From an optimization exercise on the open Yosys and OpenROAD flow, aimed at small area, a short achievable clock period and few clock cycles per item; shortcuts taken in it are not production practice.
Power figures rest on the tool's default switching activity, not on a simulated workload.

Design simple_ALU, start of the top module:
module simple_ALU(input i_clk,
                  input i_rst,
                  input logic  [15:0] i_memData,
                  output logic [15:0] o_memData,
                  output logic [15:0] o_memAddr,
                  output logic o_memWrEnable);
  localparam logic [1:0] S_FETCH = 2'd0,
                         S_DEC   = 2'd1,
                         S_RD1   = 2'd2,
                         S_RD2   = 2'd3;
  logic [1:0]  state;
  logic [5:0]  addr;       
  logic [15:0] wdata;      
  logic        we;         
  logic        kv;         
  logic        first;      
  logic [5:0]  pc;         
  logic        stale;      
  logic [5:0]  rd;         
  logic [5:0]  rs;         
  logic        twoRd;      
  logic        cmpB;       
  logic [15:0] breg;       
  logic        opAdd, opSh, opAnd, opOr, opXor;
  logic        sub, left, arith;
  assign o_memAddr     = {10'd0, addr};
  assign o_memData     = wdata;
  assign o_memWrEnable = we;
  ...
Size: roughly 6600 um2 of cells after synthesis.
Settings: LEC_CHECK=0, CAP_MARGIN=20, CORE_MARGIN=2, CORE_UTILIZATION=40, SLEW_MARGIN=20; clock period 9.0 ns.
standard.sh (not shown) runs the stock make flow with config.mk's settings and CLKGATE_MAP_FILE= SYNTH_SCRIPT=/design/flow/synth_recipe.tcl, a recipe that flattens the netlist after the stock synthesis.
==> flow/flow/run.sh <==
#!/bin/bash
set -euo pipefail
bash standard.sh SETUP_SLACK_MARGIN=6.5 finish > standard.log 2>&1
==> next run, changes <==
==> flow/run.sh (new file) <==
#!/bin/bash
# synth_recipe.tcl (not shown) runs the flow's synth.tcl, then flattens the netlist and writes it again
# the make line also repeats each setting of config.mk as NAME=value (left out here)
make -C /OpenROAD-flow-scripts/flow DESIGN_CONFIG=/design/flow/config.mk WORK_HOME=/design/flow/orfs CLKGATE_MAP_FILE= SYNTH_SCRIPT=/design/flow/synth_recipe.tcl finish
SETUP_SLACK_MARGIN = 5   (was unset)
removed: flow/flow/run.sh
removed: flow/standard.sh
What happened: Fmax came out lower by 10%; worst hold slack stays flat; utilization came out lower by 11 points; design area came out lower by 19%; power came out lower by 11%; die area stays the same; synthesized area is unchanged; count of clock-buffer cells in the layout is unchanged.
Function was not checked in any run of this note: the RTL went through the layout flow alone.

---

The RTL this note starts from:
==> flow/design.v <==
`timescale 1ns / 1ns
module simple_ALU(input i_clk,
                  input i_rst,
                  input logic  [15:0] i_memData,
                  output logic [15:0] o_memData,
                  output logic [15:0] o_memAddr,
                  output logic o_memWrEnable);
  localparam logic [1:0] S_FETCH = 2'd0,
                         S_DEC   = 2'd1,
                         S_RD1   = 2'd2,
                         S_RD2   = 2'd3;
  logic [1:0]  state;
  logic [5:0]  rd;         
  logic [5:0]  rs;         
  logic [5:0]  pcn;        
  logic        selRd, selRs, selPc;   
  logic [15:0] wdata;      
  logic        we;         
  logic        first;      
  logic        stale;      
  logic        twoRd;      
  logic        sameRd;     
  logic [15:0] breg;       
  logic        opAdd, opAnd, opOr, opXor, opSh;
  logic        cin;        
  logic        left;       
  logic        arith;      
  wire  [5:0]  addr = ({6{selRd}} & rd) | ({6{selRs}} & rs) | ({6{selPc}} & pcn);
  assign o_memAddr     = {10'd0, addr};
  assign o_memData     = wdata;
  assign o_memWrEnable = we;
  wire [15:0] x = i_memData;
  wire [15:0] y = breg;
  wire [16:0] sum = {x, 1'b1} + {y, cin};
  wire [15:0] xin;
  wire [15:0] u;
  genvar gi;
  generate
    for (gi = 0; gi < 16; gi++) begin : g_rev
      assign xin[gi] = left ? x[15-gi] : x[gi];
      assign u[gi]   = left ? sw[15-gi] : sw[gi];
    end
  endgenerate
  wire [15:0] sw   = xin >> y[3:0];
  wire        big  = |y[15:4];
  logic [15:0] sraMask;
  always_comb
    for (int i = 0; i < 16; i++)
      sraMask[i] = arith & (big | (i + y[3:0] >= 16));
  wire [15:0] alu = ({16{opAdd}} & sum[16:1])
                  | ({16{opAnd}} & (x & y))
                  | ({16{opOr}}  & (x | y))
                  | ({16{opXor}} & (x ^ y))
                  | ({16{opSh & ~big}} & u)
                  | (sraMask & {16{x[15]}});
  wire [15:0] ins   = i_memData;
  wire [2:0]  dFn   = ins[14:12];
  wire [5:0]  dRd   = ins[11:6];
  wire [5:0]  dRs   = ins[5:0];
  wire        dImm  = ins[15];
  wire        aK    = we & (dRd == rd);
  wire        bK    = dImm | (we & (dRs == rd));
  wire        dShift = (dFn == 3'd2) | (dFn == 3'd3) | (dFn == 3'd4);
  wire        dComm  = (dFn == 3'd0) | (dFn[2] & (dFn[1:0] != 2'd0));
  wire        dSub   = (dFn == 3'd1);
  wire        same  = ~aK & ~bK & (dRd == dRs) & ~dShift;
  wire        bOnly = aK & ~bK & dComm;
  wire        two   = ~bK & ~same & ~bOnly;      
  wire        none  = aK & bK;
  wire        inDec = (state == S_DEC);
  wire        bLoad = inDec ? ~stale : (state == S_RD2) & twoRd;
  wire [15:0] bSrc  = inDec ? (dImm ? {10'd0, dRs} : wdata) : i_memData;
  wire [15:0] bNew  = bSrc ^ {16{inDec ? dSub : cin}};
  always_ff @(posedge i_clk) begin
    if (i_rst) begin
      state <= S_FETCH;
      selRd <= 1'b0;
      selRs <= 1'b0;
      selPc <= 1'b1;
      pcn   <= 6'd0;
      we    <= 1'b0;
      first <= 1'b1;
      stale <= 1'b0;
    end else begin
      case (state)
        S_FETCH: begin
          we    <= ~first;
          first <= 1'b0;
          {selRd, selRs, selPc} <= 3'b100;
          pcn   <= pcn + 6'd1;
          stale <= ~first & (rd == pcn);
          state <= S_DEC;
        end
        S_DEC: begin
          we    <= 1'b0;
          if (stale) begin
            stale <= 1'b0;
          end else if (two) begin
            {selRd, selRs, selPc} <= 3'b010;
            state <= S_RD1;
          end else if (none) begin
            {selRd, selRs, selPc} <= 3'b001;
            state <= S_FETCH;
          end else begin
            {selRd, selRs, selPc} <= {~bOnly, bOnly, 1'b0};
            state <= S_RD2;
          end
        end
        S_RD1: begin
          {selRd, selRs, selPc} <= 3'b100;
          state <= S_RD2;
        end
        default: begin   
          {selRd, selRs, selPc} <= 3'b001;
          state <= S_FETCH;
        end
      endcase
    end
  end
  always_ff @(posedge i_clk) wdata <= alu;
  always_ff @(posedge i_clk) rs <= dRs;
  always_ff @(posedge i_clk) begin
    if (bLoad) breg <= bNew;
    case (state)
      S_DEC: begin
        if (!stale) begin
          rd     <= dRd;
          twoRd  <= two;
          sameRd <= same;
          cin    <= dSub;
          opAdd  <= (dFn[2:1] == 2'd0);
          opAnd  <= (dFn == 3'd5);
          opOr   <= (dFn == 3'd6);
          opXor  <= (dFn == 3'd7);
          opSh   <= dShift;
          left   <= (dFn == 3'd4);
          arith  <= (dFn == 3'd2);
        end
      end
      S_RD2: begin
        if (sameRd) begin
          opAdd <= 1'b0;
          opSh  <= opAdd & ~cin;
          left  <= opAdd & ~cin;
          opAnd <= cin | opAnd | opXor;
          opXor <= 1'b0;
          cin   <= 1'b0;
          breg  <= opAnd ? 16'hFFFF : {15'd0, opAdd & ~cin};
        end
      end
      default: ;
    endcase
  end
endmodule
Settings: LEC_CHECK=0, ABC_AREA=1, CAP_MARGIN=20, CORE_MARGIN=2, CORE_UTILIZATION=40, CTS_BUF_LIST=sky130_fd_sc_hd__clkbuf_8, SLEW_MARGIN=20, TNS_END_PERCENT=0; clock period 9.0 ns.
==> flow/flow/run.sh <==
#!/bin/bash
# Standard layout, with plain buffers (not delay cells) on the ports, the
# timing repair aiming at 6.1 ns of setup slack, and clock tree synthesis
# without dummy loads.
# Full make output goes to standard.log here; ORFS keeps each step's log
# under orfs/logs/.
set -euo pipefail
bash standard.sh "BUFFER_PORTS_ARGS=-buffer_cell sky130_fd_sc_hd__buf_2" SETUP_SLACK_MARGIN=6.1 "CTS_ARGS=-sink_clustering_enable -repair_clock_nets -buf_list sky130_fd_sc_hd__clkbuf_8 -dont_use_dummy_load" finish > standard.log 2>&1
Next try:
==> flow/flow/run.sh (replaced) <==
#!/bin/bash
# Standard layout, with plain buffers (not delay cells) on the ports, the
# timing repair aiming at 6.0 ns of setup slack, and clock tree synthesis
# without dummy loads.
# Full make output goes to standard.log here; ORFS keeps each step's log
# under orfs/logs/.
set -euo pipefail
bash standard.sh "BUFFER_PORTS_ARGS=-buffer_cell sky130_fd_sc_hd__buf_2" SETUP_SLACK_MARGIN=6.0 "CTS_ARGS=-sink_clustering_enable -repair_clock_nets -buf_list sky130_fd_sc_hd__clkbuf_8 -dont_use_dummy_load" finish > standard.log 2>&1
The changed run produced a clean layout.
Clock power rose by about 3%.
Flip-flop and latch count is unchanged.
Global-route usage rose by 0.78 points.
Function was not checked in any run of this note: the RTL went through the layout flow alone.

[what the ideal ports hide]
How much do the figures lean on ideal ports? The routed layouts below were timed once more, with nothing changed but the port constraints.
Step 1 assumes that a clkbuf_16 drives the clock port and a buf_2 every other input.
Step 2 moves the port delays by t, midway between the first and last clock arrival at a register: inputs arrive t later, outputs are due t later. That takes back most of the time a late clock gives input paths.
a / b / c = no drivers / after step 1 / after step 2; a / b = the first two.
run	shift t [ns]	setup WS [ns]	clock arrival spread, ns
the first run of note 1	0.380	5.421 / 5.418 / 5.038	0.008 / 0.007
the second run of note 1	0.384	5.013 / 5.034 / 4.650	0.010 / 0.010
the first run of note 2	0.403	6.037 / 6.032 / 5.646	0.021 / 0.021
the second run of note 2	0.399	5.971 / 5.960 / 5.583	0.019 / 0.019
After both steps every run listed still meets setup and hold. The setup slack of the first run of note 2, which loses most, moves by -0.005 ns with the drivers and by -0.391 ns with both steps.
